This is an optimization exercise on Yosys and OpenROAD, whose aim is small area, not a production implementation. Only simulation tests tie the RTL to the original design; equivalence was not proved.

==> flow/design.v, too long to show whole: its modules and the start of the top module <==
// module rca: 17 lines
// module boothmul: 31 lines
// module Branch_ALU: 99 lines
// module sadcsa: 1024 lines
// module Controller: 1541 lines
// module absd: 8 lines
// module TopLevel: 318 lines
module TopLevel(Clk, Rst, v0, v1, imem_addr, imem_data, dmem_addr, dmem_wdata, dmem_we, dmem_re, dmem_rdata, sad_re, sad_addr, sad_rdata);
  // ...
==> flow/flow/run.sh <==
#!/bin/bash
# The standard layout (the standard.sh: standard synthesis, floorplan,
# placement, CTS, routing, finish) with three layout choices changed:
#  - the port buffers are the smallest buffer cell (buf_1) instead of the
#    resizer's default pick; every port still gets its own buffer;
#  - CTS uses clkbuf_8 and inserts no dummy balancing loads;
#  - after routing-stage timing repair, non-critical gates are downsized.
set -euo pipefail
export BUFFER_PORTS_ARGS="-buffer_cell sky130_fd_sc_hd__buf_1"
export CTS_ARGS="-sink_clustering_enable -repair_clock_nets -buf_list sky130_fd_sc_hd__clkbuf_8 -dont_use_dummy_load"
export RECOVER_POWER=100
bash standard.sh finish > standard_flow.log 2>&1
==> flow/standard.sh <==
#!/bin/bash
# synth_recipe.tcl (not shown) runs the flow's synth.tcl, then flattens the netlist and writes it again
# the make line also repeats each setting of config.mk as NAME=value (left out here)
make -C /OpenROAD-flow-scripts/flow DESIGN_CONFIG=/design/flow/config.mk WORK_HOME=/design/flow/orfs CLKGATE_MAP_FILE= SYNTH_SCRIPT=/design/flow/synth_recipe.tcl "${@:-finish}"
==> flow/config.mk <==
export PLATFORM = sky130hd
export DESIGN_NAME = TopLevel
export DESIGN_NICKNAME = TopLevel
export VERILOG_FILES = /design/flow/design.v
export SDC_FILE = /design/flow/constraint.sdc
export NUM_CORES = 4
export LEC_CHECK = 0
export ABC_AREA = 1
export CAP_MARGIN = 20
export CORE_MARGIN = 2
export CORE_UTILIZATION = 40
export PLACE_DENSITY = 0.55
export SLEW_MARGIN = 20
==> flow/constraint.sdc <==
create_clock -name core_clock -period 20.0 [get_ports {Clk}]
set_input_delay 4.0000 -clock core_clock [delete_from_list [all_inputs] [get_ports {Clk}]]
set_output_delay 4.0000 -clock core_clock [all_outputs]
set_load 0.01 [all_outputs]
==> impl_metrics.env, run 1 <==
export IMPL_fin_area_mm2=0.198
export IMPL_setup_tns_ps=0
export IMPL_ios=942
export IMPL_dr_pass1_iters=7
export IMPL_track_usage_pct=33.7
export IMPL_gr_usage_met1_pct=44.1
export IMPL_crit_start="Fr[2][0]"
export IMPL_cts_resized=0
export IMPL_status="complete, but fails checks"
export IMPL_path_buf_inv=5
export IMPL_mostFrequentLayoutCells="nor2_1, o21ai_0, dfxtp_1"
export IMPL_cts_buffers_inserted=525
export IMPL_stdcell_count=26800
export IMPL_drive_gt1_share_pct=4.86
export IMPL_inverters=1931
export IMPL_first_global_vias=148000
export IMPL_so_violations="capacitance limit, slew limit"
export IMPL_cts_sink_count=2928
export IMPL_setup_viol_count_final=0
export IMPL_cp_end_kind="flip-flop"
export IMPL_seq_cell_count=2928
export IMPL_final_common_cell="nor2_1"
export IMPL_max_cap_violations=106
export IMPL_critPathArrivalTime_ps=19860
export IMPL_multi_input_cells=14000
export IMPL_start_util_pct=40.1
export IMPL_muxShareOfSynthArea_pct=0.0438
export IMPL_area_growth_pct=8.05
export IMPL_slew_violations=4442
export IMPL_largest_reg_flops=1024
export IMPL_root_buffer="clkbuf_8"
export IMPL_synth_avg_cell_area_um2=8.91
export IMPL_synth_top_flop_cell="dfxtp_1"
export IMPL_tap_cells=6000
export IMPL_clock_area_share_pct=3.66
export IMPL_clock_path_buffers=4
export IMPL_min_to="hi_2[11]"
==> run 2: changes to the inputs <==
==> flow/run.sh (new file) <==
#!/bin/bash
# synth_recipe.tcl (not shown) runs the flow's synth.tcl, then flattens the netlist and writes it again
# the make line also repeats each setting of config.mk as NAME=value (left out here)
make -C /OpenROAD-flow-scripts/flow DESIGN_CONFIG=/design/flow/config.mk WORK_HOME=/design/flow/orfs CLKGATE_MAP_FILE= SYNTH_SCRIPT=/design/flow/synth_recipe.tcl finish
==> flow/config.mk (replaced) <==
export PLATFORM = sky130hd
export DESIGN_NAME = TopLevel
export DESIGN_NICKNAME = TopLevel
export VERILOG_FILES = /design/flow/design.v
export SDC_FILE = /design/flow/constraint.sdc
export NUM_CORES = 4
export LEC_CHECK = 0
export CAP_MARGIN = 20
export CORE_MARGIN = 2
export CORE_UTILIZATION = 30
export PLACE_DENSITY = 0.45
export SLEW_MARGIN = 20
removed: flow/flow/run.sh
removed: flow/standard.sh
==> impl_metrics.env, run 2 <==
export IMPL_fin_crit_sh_pct=87.9
export IMPL_ant_nets=0
export IMPL_post_drt_wl_per_cell_um=32.2
export IMPL_crit_required_ps=20840
export IMPL_netlist_cell_type_count=99
export IMPL_cts_setup_buffers=0
export IMPL_grt_max_degree=174
export IMPL_synthTopCellsByArea="dfxtp_1, fa_1, edfxtp_1"
export IMPL_antenna_found_initial=108
export IMPL_hold_class="flip-flop to flip-flop"
export IMPL_max_cap_violations=0
export IMPL_final_util_pct=35.0
export IMPL_syn_inst=19000
export IMPL_synth_edff_count=1025
export IMPL_hold_viol=0
export IMPL_largest_registers="rf: 1024 flops, Fr: 512 flops, Wr: 512 flops"
export IMPL_place_hpwl_um=658000
export IMPL_yosys_warnings=8
export IMPL_tightest_slew_ps=1370
export IMPL_synth_avg_cell_area_um2=9.79
export IMPL_dieHeight_um=791
export IMPL_drive_gt1_share_pct=8.05
export IMPL_synth_common_cells="nand2_1, dfxtp_1, a21oi_1, fa_1, nor2_1"
export IMPL_cts_resized=0
export IMPL_synth_top_cell_by_area="dfxtp_1"
export IMPL_drc=0
export IMPL_postSynth_asyncResetShare_pct=0
export IMPL_largest_reg_flops=1024
export IMPL_drt_initial_drc_count=16900
export IMPL_synth_area_mm2=0.186
export IMPL_fmax_ghz=0.0569
export IMPL_root_buffer="clkbuf_16"
export IMPL_multi_input_area_mm2=0.105
export IMPL_vias_per_cell=5.40
export IMPL_nFillCells=62800
export IMPL_die_w_um=791
export IMPL_track_usage_pct=27.5
export IMPL_nNetsFinal=21900
export IMPL_clkLatencyLatePin_ps=1070
export IMPL_first_global_vias=144000
export IMPL_slowest_stage="buf_4"
export IMPL_synth_seq_area_share_pct=37.1
export IMPL_vias=149000
export IMPL_path_max_fanout=32
export IMPL_top_register="rf"
export IMPL_cpPeakStageDelay_ps=600
export IMPL_crit_type="flip-flop to flip-flop"
export IMPL_grt_ovfl_total=0
export IMPL_area_growth_pct=16.0
export IMPL_htreeDepth=5
export IMPL_fin_crit_ps=17580
export IMPL_stdcell_count=27600
export IMPL_cp_end_kind="flip-flop"
export IMPL_port_buffers=941
export IMPL_finalClockSkew_ps=141
export IMPL_synth_most_common_cell="nand2_1"
export IMPL_setup_viol_count_final=0
export IMPL_mostFrequentLayoutCells="nand2_1, dfxtp_1, a21oi_1"
export IMPL_critPathArrivalTime_ps=18420
export IMPL_status="timing/DRC/antenna clean"
export IMPL_cts_buffers_inserted=347
export IMPL_grt_pass1_wl_um=1210000
export IMPL_gp_congestion=0.989
export IMPL_clock_path_buffers=4
export IMPL_cts_tree="done"
export IMPL_rsz0062_at_grt="false"
export IMPL_num_rows=288
export IMPL_routed_wl_um=891000
export IMPL_synth_top_area_share_pct=20.5
export IMPL_slew_violations=0
export IMPL_final_common_cell="nand2_1"
export IMPL_dp_cells=26900
export IMPL_cp_start_kind="flip-flop"
export IMPL_dr_pass1_iters=9
export IMPL_synthesis_nets=21600
export IMPL_cts_sink_count=2928
export IMPL_ys_ff_latch=2928
export IMPL_synth_top_flop_cell="dfxtp_1"
export IMPL_path_common_cell="fa_1"
export IMPL_start_util_pct=30.2
export IMPL_relSlewSlack_pct=8.37
export IMPL_setup_tns_ps=0
export IMPL_cts_hold_fix_buffers=0
export IMPL_ff_latch_area_mm2=0.0689
export IMPL_die_area_mm2=0.625
export IMPL_ios=942
export IMPL_coreArea_mm2=0.616
export IMPL_clk_pin_slew_worst_paths_ps=60
-- run 2: changes by cell type after synthesis, moves of 519 or more --
cell / change
a21oi_1: +765
mux2i_1: +832
nand2_1: +1134
nor2_1: -2052
o21ai_0: -2039
xor2_1: -519
-- run 2: path summary, 6_finish.rpt --
kind | end | start | cells after the start | slack (ps)
worst max-delay path | sp_1a[2] | Fr[1][0] | 44 | 2420
worst min-delay path | hi_W[1] | hi_3[1] | 0 | 270
worst max register to register | sp_1a[2] | Fr[1][0] | 44 | 2420
worst min register to register | hi_W[1] | hi_3[1] | 0 | 270
-- run 2: metal layers --
| layer | track usage (%) | wire length [um] |
|---|---|---|
| met4 | 13.2 | 52200 |
| met1 | 36.3 | 364000 |
| met5 | 0 | 246 |
| met3 | 5.06 | 70200 |
| met2 | 43.6 | 405000 |
-- run 2: area by class of cell --
class	instances	share of cell area, %
Clock buffer	469	4.53
Clock inverter	161	0.897
Inverter	1493	2.60
Multi-Input combinational cell	12900	48.9
Antenna cell	65	0.0755
Tap cell	8120	4.72
Timing Repair Buffer	1472	6.27
Sequential cell	2928	32.0
-- run 2: logic make-up after synthesis --
| logic type | synth area share, % |
|---|---|
| AO/OA/AOI/OAI | 12.4 |
| flip-flops | 37.1 |
| adder cells (fa/ha/maj) | 20.5 |
| multiplexers | 7.49 |
| XOR/XNOR | 5.14 |
| buffers and inverters | 6.71 |
| AND/OR/NAND/NOR | 10.7 |
-- run 2: metrics by stage --
stage	cell area, um2	hold slack [ps]	setup slack [ps]
6_report	215000	274	2420
5_1_grt	215000	286	1850
4_1_cts	215000	258	2490
3_5_place_dp	203000	312	2400
3_3_place_gp	203000	310	2180
2_1_floorplan	186000	310	3240
-- run 2: worst max-delay path: cells and delay by family, from the launching register on --
kind                       cells  cell delay (ps)
adders and majority gates     39            16120
buffers and inverters          4              780
DFF                            1              330
xor gates and xnor gates       1              200
==> run 3: changes to the inputs <==
==> flow/flow/run.sh (new file) <==
#!/bin/bash
# The standard layout (the standard.sh: standard synthesis, floorplan,
# placement, CTS, routing, finish) with two layout choices changed:
#  - the port buffers are the smallest buffer cell (buf_1) instead of the
#    resizer's default pick; every port still gets its own buffer;
#  - CTS builds the tree from clkbuf_16 with larger sink clusters and inserts
#    no dummy balancing loads.
# The make output goes to standard_flow.log; ORFS keeps each step's log
# under orfs/logs.
set -euo pipefail
export BUFFER_PORTS_ARGS="-buffer_cell sky130_fd_sc_hd__buf_1"
export CTS_ARGS="-sink_clustering_enable -repair_clock_nets -buf_list sky130_fd_sc_hd__clkbuf_16 -sink_clustering_size 30 -sink_clustering_max_diameter 80 -dont_use_dummy_load"
bash standard.sh finish > standard_flow.log 2>&1
==> flow/standard.sh (new file) <==
#!/bin/bash
# synth_recipe.tcl (not shown) runs the flow's synth.tcl, then flattens the netlist and writes it again
# the make line also repeats each setting of config.mk as NAME=value (left out here)
make -C /OpenROAD-flow-scripts/flow DESIGN_CONFIG=/design/flow/config.mk WORK_HOME=/design/flow/orfs CLKGATE_MAP_FILE= SYNTH_SCRIPT=/design/flow/synth_recipe.tcl "${@:-finish}"
--- a/flow/config.mk
+++ b/flow/config.mk
@@ -5,8 +5,9 @@
 export SDC_FILE = /design/flow/constraint.sdc
 export NUM_CORES = 4
 export LEC_CHECK = 0
+export ABC_AREA = 1
 export CAP_MARGIN = 20
 export CORE_MARGIN = 2
-export CORE_UTILIZATION = 30
-export PLACE_DENSITY = 0.45
+export CORE_UTILIZATION = 40
+export PLACE_DENSITY = 0.55
 export SLEW_MARGIN = 20
removed: flow/run.sh
==> impl_metrics.env, run 3 <==
export IMPL_status="timing/DRC/antenna clean"
export IMPL_finalClockSkew_ps=111
export IMPL_setup_viol_count_final=0
export IMPL_hold_class="flip-flop to flip-flop"
export IMPL_fin_crit_ps=17500
export IMPL_cts_setup_buffers=0
export IMPL_path_buf_inv=6
export IMPL_place_hpwl_um=585000
export IMPL_nNetsFinal=23100
export IMPL_cts_tree="done"
export IMPL_slowest_stage="buf_4"
export IMPL_tightest_slew_ps=1390
export IMPL_ys_ff_latch=2928
export IMPL_cpPeakStageDelay_ps=600
export IMPL_clock_path_buffers=4
export IMPL_ant_nets=0
export IMPL_gp_congestion=1.05
export IMPL_cts_hold_fix_buffers=0
export IMPL_synth_most_common_cell="nor2_1"
export IMPL_synth_top_cell_by_area="dfxtp_1"
export IMPL_first_global_vias=145000
export IMPL_synth_common_cells="nor2_1, o21ai_0, dfxtp_1, inv_1, fa_1"
export IMPL_clk_pin_slew_worst_paths_ps=100
export IMPL_grt_pass1_wl_um=1110000
export IMPL_mostFrequentLayoutCells="nor2_1, o21ai_0, dfxtp_1"
export IMPL_final_common_cell="nor2_1"
export IMPL_postSynth_asyncResetShare_pct=0
export IMPL_top_register="rf"
export IMPL_grt_ovfl_total=0
export IMPL_cts_sink_count=2928
export IMPL_start_util_pct=40.1
export IMPL_cp_start_kind="flip-flop"
export IMPL_area_growth_pct=6.66
export IMPL_rsz0062_at_grt="false"
export IMPL_clkLatencyLatePin_ps=980
export IMPL_max_cap_violations=0
export IMPL_crit_family="adder cells"
export IMPL_r2r_start="Fr[5][0]"
export IMPL_syn_inst=20500
export IMPL_grt_max_degree=256
export IMPL_die_w_um=680
export IMPL_path_max_fanout=33
export IMPL_min_from="wd_1[14]"
export IMPL_crit_required_ps=20850
export IMPL_placed_area_mm2=0.191
export IMPL_drc=0
export IMPL_routed_wl_um=797000
export IMPL_dieHeight_um=680
export IMPL_synthTopCellsByArea="dfxtp_1, fa_1, edfxtp_1"
export IMPL_synthesis_nets=23200
export IMPL_vias=153000
export IMPL_synth_top_area_share_pct=20.8
export IMPL_crit_type="flip-flop to flip-flop"
export IMPL_synth_area_mm2=0.183
export IMPL_fmax_ghz=0.0571
export IMPL_track_usage_pct=33.4
export IMPL_drt_initial_drc_count=18900
export IMPL_synth_avg_cell_area_um2=8.91
export IMPL_root_buffer="clkbuf_16"
export IMPL_antenna_found_initial=83
export IMPL_setup_tns_ps=0
export IMPL_critPathArrivalTime_ps=18350
export IMPL_synth_edff_count=1025
export IMPL_relSlewSlack_pct=6.10
export IMPL_die_area_mm2=0.462
export IMPL_fin_crit_sh_pct=87.5
export IMPL_cts_resized=0
export IMPL_largest_registers="rf: 1024 flops, Fr: 512 flops, Wr: 512 flops"
export IMPL_hold_viol=0
export IMPL_slew_violations=0
export IMPL_vias_per_cell=5.79
export IMPL_num_rows=248
export IMPL_path_common_cell="fa_1"
export IMPL_htreeDepth=4
export IMPL_cp_end_kind="flip-flop"
export IMPL_largest_reg_flops=1024
export IMPL_fin_area_mm2=0.195
export IMPL_dr_pass1_iters=9
export IMPL_drive_gt1_share_pct=3.96
export IMPL_post_drt_wl_per_cell_um=30.1
export IMPL_netlist_cell_type_count=67
export IMPL_synth_top_flop_cell="dfxtp_1"
export IMPL_cts_buffers_inserted=163
export IMPL_coreArea_mm2=0.456
export IMPL_ios=942
export IMPL_port_buffers=941
export IMPL_yosys_warnings=8
export IMPL_crit_start="Fr[5][0]"
export IMPL_synth_seq_area_share_pct=37.7
run 3: logic make-up (layout without fill, tap and decap cells):
| family | Yosys count | count (layout) | synth area share, % |
|---|---|---|---|
| AOI/OAI and AO/OA | 5028 | 5028 | 15.7 |
| and+or+nand+nor | 5639 | 5639 | 12.2 |
| buffers and inverters | 3555 | 3439 | 7.61 |
| DFF | 2928 | 2928 | 37.7 |
| adders and majority gates | 2107 | 2107 | 20.8 |
| xor gates and xnor gates | 1255 | 1255 | 6.01 |
| muxes | 8 | 8 | 0.0438 |
| other | 0 | 35 | 0 |
run 3: per-layer routing:
| metal | up-vias | global-route usage [%] | wire length (um) |
|---|---|---|---|
| met2 | 8252 | 51.7 | 352000 |
| li1 | 67300 | - | - |
| met4 | 34 | 18.6 | 54400 |
| met1 | 76100 | 44.2 | 316000 |
| met5 | - | 0.167 | 315 |
| met3 | 1460 | 6.22 | 74500 |
run 3: layout make-up:
cell class                      instances  area, um2
Tap cell                             6000       7510
Inverter                             1931       7320
Fill cell                           45500     261000
Clock buffer                          163       4080
Timing Repair Buffer                 1345       6790
Sequential cell                      2928      68900
Antenna cell                           35       87.6
Multi-Input combinational cell      14000     100000
run 3: path summary, 6_finish.rpt:
| check | to | cells past startpoint | slack, ps |
|---|---|---|---|
| setup reg to reg | sp_1a[1] | 47 | 2500 |
| hold / removal | wd_2[14] | 0 | 280 |
| hold reg to reg | wd_2[14] | 0 | 280 |
| setup / recovery | sp_1a[1] | 47 | 2500 |
run 3: through the flow:
step | hold WS [ps] | util [%] | cells | worst slack (ps)
6_report | 279 | 42.8 | 26400 | 2500
5_1_grt | 282 | 42.8 | 26400 | 1730
4_1_cts | 287 | 42.8 | 26400 | 2480
3_5_place_dp | 312 | 41.9 | 26200 | 2480
3_3_place_gp | 310 | 41.9 | 26200 | 2500
2_1_floorplan | 310 | - | 20500 | 3250
==> run 4: changes to the inputs <==
--- a/flow/config.mk
+++ b/flow/config.mk
@@ -6,8 +6,8 @@
 export NUM_CORES = 4
 export LEC_CHECK = 0
 export ABC_AREA = 1
-export CAP_MARGIN = 20
+export CAP_MARGIN = 35
 export CORE_MARGIN = 2
 export CORE_UTILIZATION = 40
 export PLACE_DENSITY = 0.55
-export SLEW_MARGIN = 20
+export SLEW_MARGIN = 30
==> impl_metrics.env, run 4 <==
export IMPL_status="timing/DRC/antenna clean"
export IMPL_synth_simple_gate_area_share_pct=12.2
export IMPL_synth_fa_ha_area_share_pct=20.8
export IMPL_start_util_pct=40.1
export IMPL_placed_area_mm2=0.191
export IMPL_htreeDepth=4
export IMPL_synth_most_common_cell="nor2_1"
export IMPL_syn_inst=20500
export IMPL_clkLatencyLatePin_ps=990
export IMPL_ios=942
export IMPL_synth_edff_count=1025
export IMPL_vias=153000
export IMPL_reg2reg_depth=47
export IMPL_synth_seq_area_share_pct=37.7
export IMPL_synth_common_cells="nor2_1, o21ai_0, dfxtp_1, inv_1, fa_1"
export IMPL_final_util_pct=42.9
export IMPL_cpPeakStageDelay_ps=600
export IMPL_rsz0062_at_grt="false"
export IMPL_synth_top_flop_cell="dfxtp_1"
export IMPL_track_usage_pct=33.4
export IMPL_gp_congestion=1.05
export IMPL_max_cap_violations=0
export IMPL_synth_compound_area_share_pct=15.7
export IMPL_coreArea_mm2=0.456
export IMPL_critPathArrivalTime_ps=18380
export IMPL_synthesis_nets=23200
export IMPL_clock_path_buffers=4
export IMPL_path_common_cell="fa_1"
export IMPL_ff2ff_setup_slack_ps=2440
export IMPL_slowest_stage="fa_1"
export IMPL_synth_area_mm2=0.183
export IMPL_dieHeight_um=680
export IMPL_grt_ovfl_total=0
export IMPL_crit_required_ps=20820
export IMPL_muxShareOfSynthArea_pct=0.0438
export IMPL_nNetsFinal=23100
export IMPL_die_w_um=680
export IMPL_first_global_vias=145000
export IMPL_num_rows=248
export IMPL_clk_pin_slew_worst_paths_ps=120
export IMPL_holdWs_ps=295
export IMPL_cp_end_kind="flip-flop"
export IMPL_grt_max_degree=256
export IMPL_path_buf_inv=6
export IMPL_synth_top_family_by_area="adder cells"
export IMPL_hold_viol=0
export IMPL_drt_initial_drc_count=18500
export IMPL_cts_buffers_inserted=162
export IMPL_drive_gt1_share_pct=4.10
export IMPL_hold_class="flip-flop to flip-flop"
export IMPL_setup_tns_ps=0
export IMPL_cts_setup_buffers=0
export IMPL_ys_ff_latch=2928
export IMPL_yosys_warnings=8
export IMPL_port_buffers=941
export IMPL_tightest_slew_ps=1190
export IMPL_setup_viol_count_final=0
export IMPL_place_hpwl_um=585000
export IMPL_netlist_cell_type_count=67
export IMPL_cts_resized=0
export IMPL_dr_pass1_iters=10
export IMPL_largest_registers="rf: 1024 flops, Fr: 512 flops, Wr: 512 flops"
export IMPL_cts_hold_fix_buffers=0
export IMPL_synth_top_area_share_pct=20.8
export IMPL_postSynth_asyncResetShare_pct=0
export IMPL_fmax_ghz=0.0569
export IMPL_min_from="hi_1[2]"
export IMPL_routed_wl_um=796000
export IMPL_antenna_found_initial=93
export IMPL_synthTopCellsByArea="dfxtp_1, fa_1, edfxtp_1"
export IMPL_die_area_mm2=0.462
export IMPL_synth_top_cell_by_area="dfxtp_1"
export IMPL_finalClockSkew_ps=140
export IMPL_cts_sink_count=2928
export IMPL_grt_pass1_wl_um=1110000
export IMPL_final_common_cell="nor2_1"
export IMPL_whs_path_depth=0
export IMPL_cp_start_kind="flip-flop"
export IMPL_drc=0
export IMPL_r2r_start="Fr[5][0]"
export IMPL_mostFrequentLayoutCells="nor2_1, o21ai_0, dfxtp_1"
export IMPL_fin_crit_sh_pct=87.8
export IMPL_min_to="hi_2[2]"
export IMPL_root_buffer="clkbuf_16"
export IMPL_crit_type="flip-flop to flip-flop"
export IMPL_slew_violations=0
export IMPL_r2r_end="sp_1a[1]"
export IMPL_fin_crit_ps=17560
export IMPL_path_max_fanout=33
export IMPL_synth_avg_cell_area_um2=8.91
export IMPL_vias_per_cell=5.79
export IMPL_largest_reg_flops=1024
export IMPL_post_drt_wl_per_cell_um=30.1
export IMPL_cts_tree="done"
export IMPL_top_register="rf"
export IMPL_relSlewSlack_pct=20.3
export IMPL_area_growth_pct=6.87
export IMPL_ant_nets=0
export IMPL_fin_area_mm2=0.195
export IMPL_synth_xor_xnor_area_share_pct=6.01
export IMPL_crit_family="adder cells"
-- run 4: layer usage --
| metal | GRT usage [%] | routed length [um] |
|---|---|---|
| met5 | 0 | 200 |
| met4 | 18.0 | 53400 |
| met3 | 6.01 | 70800 |
| met2 | 52.0 | 353000 |
| met1 | 44.3 | 319000 |
-- run 4: layout make-up --
cell class	count	area, um2
flip-flops and latches	2928	68900
fillers	45300	260000
repair buffers	1371	7150
multi-input cells	14000	100000
well taps	6000	7510
clock buffers	162	4050
inverters	1931	7320
diodes	44	110
-- run 4: kinds of logic after synthesis --
group	Yosys count
buf+inv	3555
xor+xnor	1255
fa+ha+maj	2107
flops	2928
mux	8
simple gates	5639
compound gates	5028
-- run 4: worst max-delay path by stage --
stage / from / cells after the start / end
after detailed placement: Fr[0][0] / 47 / sp_1a[1]
after global routing: Fr[5][0] / 47 / sp_1a[1]
final: Fr[5][0] / 47 / sp_1a[1]
after CTS: Fr[5][0] / 47 / sp_1a[1]
after floorplan: Fr[2][0] / 49 / sp_1a[1]
after global placement: Fr[5][0] / 47 / sp_1a[1]
-- run 4: stage by stage --
step / setup WS (ps) / std cells
finish: 2440 / 26500
global route: 1940 / 26400
CTS: 2420 / 26400
detailed placement: 2500 / 26300
global placement: 2500 / 26200
floorplan: 3250 / 20500
==> run 5: changes to the inputs <==
--- a/flow/flow/run.sh
+++ b/flow/flow/run.sh
@@ -9,5 +9,5 @@
 # under orfs/logs.
 set -euo pipefail
 export BUFFER_PORTS_ARGS="-buffer_cell sky130_fd_sc_hd__buf_1"
-export CTS_ARGS="-sink_clustering_enable -repair_clock_nets -buf_list sky130_fd_sc_hd__clkbuf_16 -sink_clustering_size 30 -sink_clustering_max_diameter 80 -dont_use_dummy_load"
+export CTS_ARGS="-sink_clustering_enable -repair_clock_nets -buf_list sky130_fd_sc_hd__clkbuf_16 -sink_clustering_size 20 -sink_clustering_max_diameter 60 -dont_use_dummy_load"
 bash standard.sh finish > standard_flow.log 2>&1
==> impl_metrics.env, run 5 <==
export IMPL_status="timing/DRC/antenna clean"
export IMPL_syn_inst=20500
export IMPL_ant_nets=0
export IMPL_drive_gt1_share_pct=4.71
export IMPL_synth_top_flop_cell="dfxtp_1"
export IMPL_fin_crit_ps=17580
export IMPL_critPathArrivalTime_ps=18390
export IMPL_area_growth_pct=8.68
export IMPL_routed_wl_um=799000
export IMPL_synth_most_common_cell="nor2_1"
export IMPL_start_util_pct=40.1
export IMPL_synth_area_mm2=0.183
export IMPL_hold_viol=0
export IMPL_ios=942
export IMPL_holdWs_ps=280
export IMPL_path_common_cell="fa_1"
export IMPL_ys_ff_latch=2928
export IMPL_finalClockSkew_ps=137
export IMPL_mostFrequentLayoutCells="nor2_1, o21ai_0, dfxtp_1"
export IMPL_cts_resized=0
export IMPL_setup_viol_count_final=0
export IMPL_crit_type="flip-flop to flip-flop"
export IMPL_largest_reg_flops=1024
export IMPL_vias=154000
export IMPL_synthesis_nets=23200
export IMPL_htreeDepth=5
export IMPL_top_register="rf"
export IMPL_die_area_mm2=0.462
export IMPL_vias_per_cell=5.79
export IMPL_rsz0062_at_grt="false"
export IMPL_synth_common_cells="nor2_1, o21ai_0, dfxtp_1, inv_1, fa_1"
export IMPL_slowest_stage="fa_1"
export IMPL_clk_pin_slew_worst_paths_ps=80
export IMPL_port_buffers=941
export IMPL_largest_registers="rf: 1024 flops, Fr: 512 flops, Wr: 512 flops"
export IMPL_synth_edff_count=1025
export IMPL_tightest_slew_ps=1190
export IMPL_post_drt_wl_per_cell_um=30.0
export IMPL_place_hpwl_um=585000
export IMPL_max_cap_violations=0
export IMPL_drt_initial_drc_count=19200
export IMPL_slew_violations=0
export IMPL_coreArea_mm2=0.456
export IMPL_dr_pass1_iters=8
export IMPL_die_w_um=680
export IMPL_relSlewSlack_pct=21.0
export IMPL_postSynth_asyncResetShare_pct=0
export IMPL_grt_max_degree=256
export IMPL_crit_family="adder cells"
export IMPL_netlist_cell_type_count=67
export IMPL_cp_end_kind="flip-flop"
export IMPL_clock_path_buffers=4
export IMPL_fmax_ghz=0.0569
export IMPL_antenna_found_initial=88
export IMPL_cts_sink_count=2928
export IMPL_synth_top_cell_by_area="dfxtp_1"
export IMPL_root_buffer="clkbuf_16"
export IMPL_final_common_cell="nor2_1"
export IMPL_path_max_fanout=33
export IMPL_drc=0
export IMPL_track_usage_pct=33.6
export IMPL_hold_class="flip-flop to flip-flop"
export IMPL_synth_seq_area_share_pct=37.7
export IMPL_cpPeakStageDelay_ps=610
export IMPL_clkLatencyLatePin_ps=970
export IMPL_grt_pass1_wl_um=1120000
export IMPL_cts_setup_buffers=0
export IMPL_dieHeight_um=680
export IMPL_synth_avg_cell_area_um2=8.91
export IMPL_nNetsFinal=23200
export IMPL_yosys_warnings=8
export IMPL_cts_buffers_inserted=294
export IMPL_setup_tns_ps=0
export IMPL_grt_ovfl_total=0
export IMPL_cts_hold_fix_buffers=0
export IMPL_cp_start_kind="flip-flop"
export IMPL_synth_top_area_share_pct=20.8
export IMPL_path_buf_inv=6
export IMPL_nFillCells=45000
export IMPL_synthTopCellsByArea="dfxtp_1, fa_1, edfxtp_1"
export IMPL_gp_congestion=1.05
export IMPL_first_global_vias=146000
export IMPL_fin_crit_sh_pct=87.9
export IMPL_crit_required_ps=20810
export IMPL_num_rows=248
export IMPL_cts_tree="done"
==> run 5: cell counts after synthesis <==
No cell type changed its count.
==> run 5: cell type report <==
type / count / area [um2] / share of cell area (%)
Clock buffer: 294 / 7360 / 3.70
Antenna cell: 44 / 110 / 0.0554
Sequential cell: 2928 / 68900 / 34.7
Multi-Input combinational cell: 14000 / 100000 / 50.5
Timing Repair Buffer: 1371 / 7150 / 3.60
Tap cell: 6000 / 7510 / 3.78
Inverter: 1931 / 7320 / 3.68
==> run 5: metal layers <==
metal  up-vias  wire [um]  global-route usage, %
met2      8417     352000                   51.9
met1     76500     316000                   44.2
li1      67700          -                      -
met4        38      55300                   18.7
met5         -        226                      0
met3      1492      74600                   6.44
==> run 5: cells by family after synthesis <==
group	synth area share (%)
AND/OR/NAND/NOR	12.2
AO/OA/AOI/OAI	15.7
buffers and inverters	7.61
flip-flops	37.7
adder cells (fa/ha/maj)	20.8
XOR/XNOR	6.01
multiplexers	0.0438
==> run 5: final timing paths <==
kind	from	endpoint	slack [ps]	cells after the start
worst min register to register	wd_2[3]	wd_3[3]	280	0
worst min-delay path	wd_2[3]	wd_3[3]	280	0
worst max register to register	Fr[5][0]	sp_1a[1]	2420	47
worst max-delay path	Fr[5][0]	sp_1a[1]	2420	47
==> run 5: stage by stage <==
| stage | instances | instance area (um2) | worst slack, ps | utilization [%] |
|---|---|---|---|---|
| floorplan | 20500 | 183000 | 3250 | - |
| global placement | 26200 | 191000 | 2500 | 41.9 |
| detailed placement | 26300 | 191000 | 2500 | 41.9 |
| CTS | 26600 | 198000 | 2430 | 43.5 |
| global route | 26600 | 199000 | 1950 | 43.6 |
| finish | 26600 | 199000 | 2420 | 43.6 |

-- what the ideal ports hide --
The results above use ideal ports. As a check the final layouts listed here were re-extracted and re-timed, cells and wires unchanged.
Step 1 (the two cells are an assumption about what drives the block):
set clk [get_ports {Clk}]
set_driving_cell -lib_cell sky130_fd_sc_hd__clkbuf_16 $clk
set_driving_cell -lib_cell sky130_fd_sc_hd__buf_2 [delete_from_list [all_inputs] $clk]
Step 2 moves the port delays by t, midway between the first and last clock arrival at a register: inputs arrive t later, outputs are due t later. That takes back most of the time a late clock gives input paths.
Three values: ideal, step 1, step 2; two values: the first two.
run	t (ns)	setup slack, ns	worst hold slack (ns)	clock arrival spread, ns
run 1	1.291	1.254 / 1.254 / 1.107	0.295 / 0.295 / 0.295	0.173 / 0.172
run 2	1.124	2.419 / 2.419 / 2.419	0.274 / 0.274 / 0.274	0.143 / 0.144
run 3	1.056	2.499 / 2.499 / 2.499	0.279 / 0.279 / 0.279	0.137 / 0.137
run 4	1.035	2.438 / 2.438 / 2.438	0.295 / 0.295 / 0.295	0.143 / 0.143
run 5	1.026	2.421 / 2.421 / 2.421	0.280 / 0.280 / 0.280	0.148 / 0.148
For run 1, which loses most, drivers alone change the setup slack by 0.000 ns; drivers and shift together by -0.147 ns.
